This design comes from an exercise in tuning for small area on the open sky130 flow, not from production work. In this exercise RTL edits were held to simulation tests only and were not proved equivalent to the original. The clock port is modelled as an ideal driver, which makes a skipped or thinned clock tree look cheaper than it is; a real chip needs a root buffer or a tree. Power and IR drop assume default switching activity.

== exp/zinc ==
==> flow/design.v <==
`timescale 1ns/1ps
`default_nettype none
module top_level (
    input  wire        clk_100mhz,
    input  wire        btnC,
    input  wire [15:0] sw,
    output logic       tft_sclk,
    output logic       tft_copi,
    output logic       tft_cs,
    output logic       tft_rs,
    output logic       tft_rst,
    output logic       tft_bl
);
    localparam logic [24:0] C_RST   = 25'h0a1e41a;
    localparam logic [24:0] C_INIT2 = 25'h1fff586;
    localparam logic [24:0] C_RAMWR = 25'h1ffff86;
    logic rst;
    always_ff @(posedge clk_100mhz) rst <= btnC;
    logic [24:0] cnt;
    logic        act;      
    logic        dc;
    logic        rsth;
    logic [3:0]  pq;       
    wire [2:0]  dv = cnt[2:0];
    wire        hf = cnt[3];
    wire [2:0]  bi = cnt[6:4];
    wire [17:0] U  = cnt[24:7];
    wire run    = (dv <= 3'd4);
    wire s_done = (dv == 3'd5);
    wire s_send = (dv == 3'd6);
    wire initr  = U[17];
    logic [8:0] rom;
    always_comb begin
        case (U[4:0])
            5'd9: rom = 9'h001;
            5'd10: rom = 9'h011;
            5'd11: rom = 9'h03a;
            5'd12: rom = 9'h105;
            5'd13: rom = 9'h036;
            5'd14: rom = 9'h100;
            5'd15: rom = 9'h02a;
            5'd16: rom = 9'h100;
            5'd17: rom = 9'h100;
            5'd18: rom = 9'h100;
            5'd19: rom = 9'h17f;
            5'd20: rom = 9'h02b;
            5'd21: rom = 9'h100;
            5'd22: rom = 9'h100;
            5'd23: rom = 9'h100;
            5'd24: rom = 9'h19f;
            5'd25: rom = 9'h013;
            5'd26: rom = 9'h029;
            5'd27: rom = 9'h02c;
            5'd28: rom = 9'h000;
            5'd29: rom = 9'h000;
            5'd30: rom = 9'h000;
            5'd31: rom = 9'h02c;
            default: rom = 9'h000;
        endcase
    end
    wire [3:0] pos = {U[0], bi};
    wire [6:0] x = U[7:1];
    wire [7:0] y = U[15:8];
    wire ch_r = (pos <= 4'd4);
    wire ch_b = (pos >= 4'd11);
    wire ch_g = !ch_r && !ch_b;
    logic g;
    always_comb begin
        case (pos)
            4'd1, 4'd12: g = x[6];
            4'd2, 4'd13: g = x[5];
            4'd3, 4'd14: g = x[4];
            4'd4, 4'd15: g = x[3];
            4'd5: g = y[7];
            4'd6: g = y[6];
            4'd7: g = y[5];
            4'd8: g = y[4];
            4'd9: g = y[3];
            4'd10: g = y[2];
            default: g = 1'b0;
        endcase
    end
    wire bar_r = (x < 7'd43);
    wire bar_g = !bar_r && (x < 7'd86);
    wire bar_b = !bar_r && !bar_g;
    logic pbit;
    always_comb begin
        case (pq)
            4'h0: pbit = ch_r;
            4'h1: pbit = ch_g;
            4'h2: pbit = ch_b;
            4'h3: pbit = 1'b1;
            4'h4: pbit = x[4] ^ y[4];
            4'h5: pbit = ch_r & g;
            4'h6: pbit = ch_g & g;
            4'h7: pbit = ch_b & g;
            4'h8: pbit = (bar_r & ch_r) | (bar_g & ch_g) | (bar_b & ch_b);
            default: pbit = g;
        endcase
    end
    wire [7:0] rrev = {rom[0], rom[1], rom[2], rom[3], rom[4], rom[5], rom[6], rom[7]};
    wire rbit = rrev[bi];
    wire bit_o = initr ? rbit : pbit;
    wire m_rsthi = cnt[2] & cnt[3] & cnt[6] & cnt[10] & cnt[12] & cnt[13] & cnt[14] & cnt[15] & cnt[20] & cnt[22];
    wire m_b01   = dc && !act && cnt[7] & cnt[10] & cnt[24];
    wire m_b01e  = cnt[7] & cnt[8] & !cnt[23] & cnt[24];
    wire m_dlye  = !dc && !act && cnt[0] & cnt[1] & cnt[5] & cnt[7] & cnt[9] & cnt[10] & cnt[13] & cnt[14] & cnt[17] & cnt[19] & cnt[20] & !cnt[24];
    wire at_end  = dc && cnt[20] & cnt[22] & !cnt[23];
    wire e_redr  = !act && at_end && (sw[3:0] != pq);
    always_ff @(posedge clk_100mhz) begin
        if (rst) begin
            cnt  <= C_RST;
            act  <= 1'b0;
            dc   <= 1'b1;
            rsth <= 1'b0;
        end else begin
            if (m_rsthi) rsth <= 1'b1;
            if (m_dlye) cnt <= C_INIT2;
            else if (e_redr) cnt <= C_RAMWR;
            else if (!at_end) begin
                if (dv == 3'd4) begin
                    cnt[3] <= !hf;
                    if (hf) begin
                        cnt[6:4] <= bi + 1'b1;
                        if (bi == 3'd7) begin
                            cnt[2:0] <= 3'd5;
                            cnt[24:7] <= U + 1'b1;
                        end else cnt[2:0] <= 3'd0;
                    end else cnt[2:0] <= 3'd0;
                end else cnt[2:0] <= dv + 1'b1;
            end
            if (m_b01 || m_dlye || e_redr) act <= 1'b1;
            else if (m_b01e || at_end) act <= 1'b0;
            if (act && s_send && initr) dc <= rom[8];
            else if (act && s_done && !initr) dc <= 1'b1;
        end
    end
    always_ff @(posedge clk_100mhz)
        if (!act || s_done || s_send) pq <= sw[3:0];
    assign tft_sclk = act && run && hf;
    assign tft_copi = act && run && bit_o;
    assign tft_cs   = !act || (s_send && initr);
    assign tft_rs   = dc;
    assign tft_rst  = rsth;
    assign tft_bl   = 1'b1;
endmodule
`default_nettype wire
Settings: LEC_CHECK=0, CAP_MARGIN=20, CORE_MARGIN=2, CORE_UTILIZATION=40, CTS_BUF_LIST=sky130_fd_sc_hd__clkbuf_4, CTS_CLUSTER_DIAMETER=300, CTS_CLUSTER_SIZE=40, SLEW_MARGIN=20; clock period 10.0 ns.
run.sh (not shown) runs the stock make flow with config.mk's settings and CLKGATE_MAP_FILE= SYNTH_SCRIPT=/design/flow/synth_recipe.tcl, a recipe that flattens the netlist after the stock synthesis.
Changes in exp/amber relative to exp/zinc:
==> flow/flow/run.sh (new file) <==
#!/bin/bash
# Standard ORFS flow; only the ABC mapping script of synthesis is replaced by an
# area-oriented one, the adder extraction is skipped, the port buffers are buf_1,
# and clock tree synthesis gets its own arguments (flow/cts_args.txt).
set -euo pipefail
rm -rf scripts_own
cp -r "$FLOW_HOME/scripts" scripts_own
cp flow/abc_area.script scripts_own/abc_speed.script
bash standard.sh SCRIPTS_DIR="$PWD/scripts_own" ADDER_MAP_FILE= \
    BUFFER_PORTS_ARGS="-buffer_cell sky130_fd_sc_hd__buf_1" \
    CTS_ARGS="$(cat flow/cts_args.txt)" finish > flow_make.log 2>&1
==> flow/flow/abc_area.script (new file) <==
strash
&get -n
&deepsyn -T 60
&dch -f
&nf -R 1000
&put
strash
&get -n
&dch -f
&nf -R 1000
&put
==> flow/flow/cts_args.txt (new file) <==
-root_buf sky130_fd_sc_hd__clkbuf_16 -buf_list sky130_fd_sc_hd__clkbuf_16 -dont_use_dummy_load
==> flow/standard.sh (new file) <==
#!/bin/bash
# synth_recipe.tcl (not shown) runs the flow's synth.tcl, then flattens the netlist and writes it again
# the make line also repeats each setting of config.mk as NAME=value (left out here)
make -C /OpenROAD-flow-scripts/flow DESIGN_CONFIG=/design/flow/config.mk WORK_HOME=/design/flow/orfs CLKGATE_MAP_FILE= SYNTH_SCRIPT=/design/flow/synth_recipe.tcl "${@:-finish}"
-- flow/config.mk --
<<< exp/zinc, line 11
export CTS_BUF_LIST = sky130_fd_sc_hd__clkbuf_4
export CTS_CLUSTER_DIAMETER = 300
>>> exp/amber, line 11
export CTS_BUF_LIST = sky130_fd_sc_hd__clkbuf_8
export CTS_CLUSTER_DIAMETER = 500
removed: flow/run.sh
### Flow results
- In exp/amber, the cell count after placement came out 105 below the value in exp/zinc.
- Note that the synthesized netlist net count recorded for exp/zinc amounts to 1.5 times the value seen in exp/amber.
- STATUS final cell area excluding filler cells: exp/amber wins against exp/zinc
- exp/amber vs exp/zinc, routing layer with the top usage in global route: met1 vs met2
- Note that the cell area after placement recorded for exp/amber amounts to 0.71 times the value seen in exp/zinc.
- Compared with exp/zinc, in exp/amber biggest cell delay along the critical path shrank by 190 ps, critical path depth grew by 1.
- Cmp exp/amber vs exp/zinc: register share of the cell area higher in exp/amber
- Count of plain and timing-repair buffers (higher): exp/zinc
- In summary, exp/amber completed successfully, with a layout that passed the timing, design-rule and antenna checks.
- Min maximum clock frequency across exp/amber and exp/zinc: exp/zinc
The inputs of exp/garnet differ from those of exp/amber as listed below.
==> flow/flow/run.sh <==
#!/bin/bash
# Standard ORFS flow with three changes: synthesis maps with an area-oriented
# ABC script (flow/abc_area.script) and skips the adder extraction; the port
# buffers are buf_1; clock tree synthesis is one clock buffer (flow/onebuf.tcl).
set -euo pipefail
CLKBUF=sky130_fd_sc_hd__clkbuf_16
rm -rf scripts_own
cp -r "$FLOW_HOME/scripts" scripts_own
cp flow/abc_area.script scripts_own/abc_speed.script
sed -i "s#^log_cmd clock_tree_synthesis .*#source $PWD/flow/onebuf.tcl\none_clock_buffer $CLKBUF\nset_propagated_clock [all_clocks]#" scripts_own/cts.tcl
grep -q one_clock_buffer scripts_own/cts.tcl
bash standard.sh SCRIPTS_DIR="$PWD/scripts_own" ADDER_MAP_FILE= \
    BUFFER_PORTS_ARGS="-buffer_cell sky130_fd_sc_hd__buf_1" finish > flow_make.log 2>&1
==> flow/flow/onebuf.tcl (new file) <==
# Clock tree of one buffer: the clock port drives one clock buffer placed at
# the centre of the flip-flops, and that buffer drives every clock pin.
proc one_clock_buffer { cell } {
  set block [ord::get_db_block]
  set net [[$block findBTerm clk_100mhz] getNet]
  set master [[ord::get_db] findMaster $cell]
  set inst [odb::dbInst_create $block $master clkbuf_root]
  set onet [odb::dbNet_create $block clknet_root]
  $onet setSigType CLOCK
  set sx 0
  set sy 0
  set n 0
  foreach it [$net getITerms] {
    set loc [[$it getInst] getLocation]
    set sx [expr { $sx + [lindex $loc 0] }]
    set sy [expr { $sy + [lindex $loc 1] }]
    incr n
    $it disconnect
    $it connect $onet
  }
  [$inst findITerm A] connect $net
  [$inst findITerm X] connect $onet
  $inst setLocation [expr { $sx / $n }] [expr { $sy / $n }]
  $inst setPlacementStatus PLACED
  puts "one_clock_buffer: $cell drives $n clock pins"
}
removed: flow/flow/cts_args.txt
Findings:
Taking exp/amber over exp/garnet, the static leakage ratio works out to 1.08. Compared with exp/amber, clock power in exp/garnet decreased by more than half. exp/garnet vs exp/amber, non-filler instance count after layout went down by 4. Compared with exp/amber, exp/garnet shows a power share of the combinational group that is 1.8 points higher. met1 layer wirelength in the final routing of exp/garnet exceeds that of exp/amber by a few percent. Lower final wirelength among exp/garnet and exp/amber: exp/garnet. exp/garnet ended with less portion of total power attributed to the clock network than exp/amber.
#### Input delta (exp/harbor over exp/garnet)
==> flow/flow/run.sh <==
#!/bin/bash
# Standard ORFS flow; only the ABC mapping script of synthesis is replaced by an
# area-oriented one, the adder extraction is skipped, and the port buffers are buf_1.
set -euo pipefail
rm -rf scripts_own
cp -r "$FLOW_HOME/scripts" scripts_own
cp flow/abc_area.script scripts_own/abc_speed.script
bash standard.sh SCRIPTS_DIR="$PWD/scripts_own" ADDER_MAP_FILE= \
    BUFFER_PORTS_ARGS="-buffer_cell sky130_fd_sc_hd__buf_1" finish > flow_make.log 2>&1
-- flow/flow/abc_area.script --
<<< exp/garnet, line 3
&deepsyn -T 60
>>> exp/harbor, line 3
&st
-- flow/config.mk --
<<< exp/garnet, line 11
export CTS_BUF_LIST = sky130_fd_sc_hd__clkbuf_8
export CTS_CLUSTER_DIAMETER = 500
>>> exp/harbor, line 11
export CTS_BUF_LIST = sky130_fd_sc_hd__clkbuf_4
export CTS_CLUSTER_DIAMETER = 300
removed: flow/flow/onebuf.tcl
- exp/harbor reached the end of the flow, and the finished layout is clean on the timing, design-rule and antenna checks.
- Met3 demand-to-capacity share in global routing (exp/harbor over exp/garnet): increase, 2.4 points
- In the flow results for exp/garnet and exp/harbor, the well-tap cell count is larger on exp/harbor.
- Diff exp/garnet..exp/harbor | count of buffer and inverter cells on the critical path | unchanged
- Xor and xnor fraction of the mapped netlist area is higher on exp/garnet
In exp/garnet the design's own scripts or RTL, not TritonCTS, make the clock network.

separate check: timing with driven ports:
No port has a modelled driver above. Below, the same layouts with a new extraction and two added sets of constraints.
Step 1 (the two cells are an assumption about what drives the block):
set clk [get_ports {clk_100mhz}]
set_driving_cell -lib_cell sky130_fd_sc_hd__clkbuf_16 $clk
set_driving_cell -lib_cell sky130_fd_sc_hd__buf_2 [delete_from_list [all_inputs] $clk]
Step 2 adds t to the input delays and takes it off the output delays; t is the mean of the earliest and latest rising clock arrival at the registers after step 1. Input paths then give back, and output paths get back, about the clock's delay inside the block.
Slacks: no drivers / after step 1 / after step 2; pairs: no drivers / after step 1.
run	t, ns	setup slack, ns	worst setup path at the end	clock arrival spread, ns
exp/zinc	0.364	4.677 / 4.649 / 5.013	register to output	0.015 / 0.016
exp/amber	0.301	5.346 / 5.316 / 5.617	register to output	0.006 / 0.006
exp/garnet	0.208	5.405 / 5.375 / 5.584	register to output	0.007 / 0.007
exp/harbor	0.367	5.109 / 5.086 / 5.453	register to output	0.012 / 0.012
After both steps setup and hold are still met in every run listed.
